Context: an optimization exercise on an open-source flow, tuned for small area. The choices shown serve that exercise and are no tape-out recipe. At most, simulation tests tie the RTL to the original design; equivalence was not proved. Power and IR drop assume default switching activity.

## SnakeTop
module SnakeTop (
  input  wire        clk,
  input  wire        btnC,
  input  wire        PS2Clk,
  input  wire        PS2Data,
  output wire [6:0]  seg,
  output wire [3:0]  an,
  output wire        dp,
  output reg  [3:0]  vgaRed,
  output reg  [3:0]  vgaGreen,
  output reg  [3:0]  vgaBlue,
  output wire        Hsync,
  output wire        Vsync
);
export LEC_CHECK = 0
export CAP_MARGIN = 10
export CORE_MARGIN = 2
export CORE_UTILIZATION = 60
export CTS_BUF_LIST = sky130_fd_sc_hd__clkbuf_8
export CTS_CLUSTER_DIAMETER = 60
export CTS_CLUSTER_SIZE = 16
export PLACE_DENSITY = 0.75
export SLEW_MARGIN = 10
create_clock -name core_clock -period 10.0 [get_ports {clk}]
standard.sh (not shown) runs the stock make flow with config.mk's settings and CLKGATE_MAP_FILE= SYNTH_SCRIPT=/design/flow/synth_recipe.tcl, a recipe that flattens the netlist after the stock synthesis.
==> flow/flow/run.sh <==
#!/bin/bash
# Standard ORFS layout, except that:
#  - the combinational logic of the standard synthesis netlist is re-mapped by
#    ABC for area; registers (names and cell types) are left as they are, and
#    the result is proven equivalent to the standard netlist (registers cut)
#    before it is used;
#  - CTS inserts no dummy loads and uses clkbuf_8 sink clusters;
#  - port buffers are buf_1.
set -euo pipefail
R=orfs/results/$FLOW_PLATFORM/SnakeTop/base
LIB=$FLOW_HOME/platforms/$FLOW_PLATFORM/lib/sky130_fd_sc_hd__tt_025C_1v80.lib
bash standard.sh synth > synth.log 2>&1
cp $R/1_2_yosys.v std_synth.v
DONT=$(grep -oE 'sky130_fd_sc_hd__(probe|probec|lpflow)_[a-z0-9_]+' $FLOW_HOME/platforms/$FLOW_PLATFORM/config.mk | sort -u | tr '\n' ' ')
REGS=$(grep -oE '^\s*sky130_fd_sc_hd__(dfxtp|edfxtp|dfxbp|dfrtp|dfrbp|dfstp|dfsbp|dfbbp|dfbbn|sdf|sedf|dlx|dlrtp)[a-z0-9_]*' std_synth.v | tr -d ' ' | sort -u | tr '\n' ' ')
KEEP="$REGS sky130_fd_sc_hd__conb_1"
echo "registers: $REGS" > reopt_cells.txt
ok=0
if LIB=$LIB IN_V=std_synth.v OUT_V=reopt.v TOP=$FLOW_TOP KEEP_CELLS="$KEEP" DONT_USE="$DONT" \
     ABC_SCRIPT=flow/area.abc yosys -c flow/reopt.tcl > reopt.log 2>&1; then
  python3 flow/cut.py std_synth.v std_cut.v "$REGS" > cut.log 2>&1
  python3 flow/cut.py reopt.v reopt_cut.v "$REGS" >> cut.log 2>&1
  if LIB=$LIB GOLD_V=std_cut.v GATE_V=reopt_cut.v TOP=$FLOW_TOP \
       yosys -c flow/eqv.tcl > eqv.log 2>&1; then
    ok=1
  fi
fi
if [[ $ok == 1 ]]; then
  echo "using the re-mapped netlist" > netlist_choice.txt
  cp reopt.v $R/1_2_yosys.v
  rm -f $R/1_synth.odb $R/1_synth.sdc
else
  echo "re-mapping failed or not proven equivalent; using the standard netlist" > netlist_choice.txt
fi
CTS_ARGS="-sink_clustering_enable -repair_clock_nets -dont_use_dummy_load -sink_clustering_size 16 -sink_clustering_max_diameter 60 -buf_list sky130_fd_sc_hd__clkbuf_8"
bash standard.sh "CTS_ARGS=$CTS_ARGS" "BUFFER_PORTS_ARGS=-buffer_cell sky130_fd_sc_hd__buf_1" finish > layout.log 2>&1
Other scripts of this flow, unchanged in this note and not shown: flow/flow/area.abc, flow/flow/cut.py, flow/flow/eqv.tcl, flow/flow/reopt.tcl
Then changed:
--- a/flow/design.v
+++ b/flow/design.v
@@ -443,25 +443,29 @@
   assign seg = a_to_g;
   assign an  = ~(4'b0001 << s);
   assign dp  = ~(s == 2'd2);
   wire       pix_div = free_counter[0];
   reg [10:0] hcount;
   reg [9:0]  vcount;
-  reg [7:0]  XCoord;
-  reg [6:0]  YCoord;
+  reg        fresh;               
+  wire [7:0] hc_m1 = hcount[10:3] - {7'd0, hcount[2:0] == 3'd0};
+  wire [6:0] vc_m1 = vcount[9:3] - {6'd0, vcount[2:0] == 3'd0};
+  wire [7:0] XCoord = fresh ? 8'd0 : (hcount == 11'd0) ? 8'd129 : hc_m1;
+  wire [6:0] YCoord = fresh ? 7'd0 :
+                      (hcount == 11'd0) ? ((vcount == 10'd0) ? 7'd83 : vc_m1) : vcount[9:3];
   wire       pix_en = ~pix_div;
   assign Hsync = ~((hcount >= 11'd857) && (hcount <= 11'd976));
   assign Vsync = ~((hcount == 11'd0) ? ((vcount >= 10'd638) && (vcount <= 10'd643))
                                      : ((vcount >= 10'd637) && (vcount <= 10'd642)));
   wire       visible = (hcount < 11'd800) && (vcount < 10'd600);
   reg [3:0]  pr, pg, pb;
+  always @(posedge clk) fresh <= rst;
   always @(posedge clk) begin
     if (rst) begin
       hcount <= 11'd0; vcount <= 10'd0;
       vgaRed <= 4'h0; vgaGreen <= 4'h0; vgaBlue <= 4'h0;
-      XCoord <= 8'd0; YCoord <= 7'd0;
     end else begin
       if (pix_en) begin
         if (hcount == 11'd1039) begin
           hcount <= 11'd0;
           if (vcount == 10'd665) vcount <= 10'd0;
           else vcount <= vcount + 10'd1;
@@ -469,14 +473,12 @@
           hcount <= hcount + 11'd1;
         if (visible) begin
           vgaRed <= pr; vgaGreen <= pg; vgaBlue <= pb;
         end else begin
           vgaRed <= 4'h0; vgaGreen <= 4'h0; vgaBlue <= 4'h0;
         end
-        XCoord <= hcount[10:3];
-        YCoord <= vcount[9:3];
       end
     end
   end
   reg [99:0] M;           
   reg        S1;          
   reg        S0;          
Outcome: The new run completed with no timing, DRC or antenna violations. Utilization hardly moves. Power decreases by 1.4%. Routed wire length rises by 1.7%. Setup slack degrades by 2.1 ns. Clock skew came out higher by 0.015 ns.
Only the layout flow was run in the first run of this note; the RTL was not checked for function there.

[static timing again, ports no longer ideal]
The flow's constraints put no driver on any port. The routed layouts listed below were extracted and timed again, unchanged, in two steps. Step 1: set_driving_cell puts a clkbuf_16 on clk and a buf_2 on each other input, an assumption about the parent block. Step 2, shift: input delay + t, output delay - t, t = (earliest + latest rising clock arrival at the registers) / 2. This alone moves slack from input paths to output paths. a / b / c = ideal / step 1 / step 2; a / b = the first two.
| run | t, ns | setup slack, ns | worst setup path after step 2 | worst data-port slew with drivers (ns) |
|---|---|---|---|---|
| the first run | 0.671 | 3.978 / 3.978 / 3.978 | register to register | 0.03 |
| the second run | 0.681 | 1.851 / 1.851 / 1.851 | register to register | 0.03 |
After both steps every run listed still meets setup and hold.
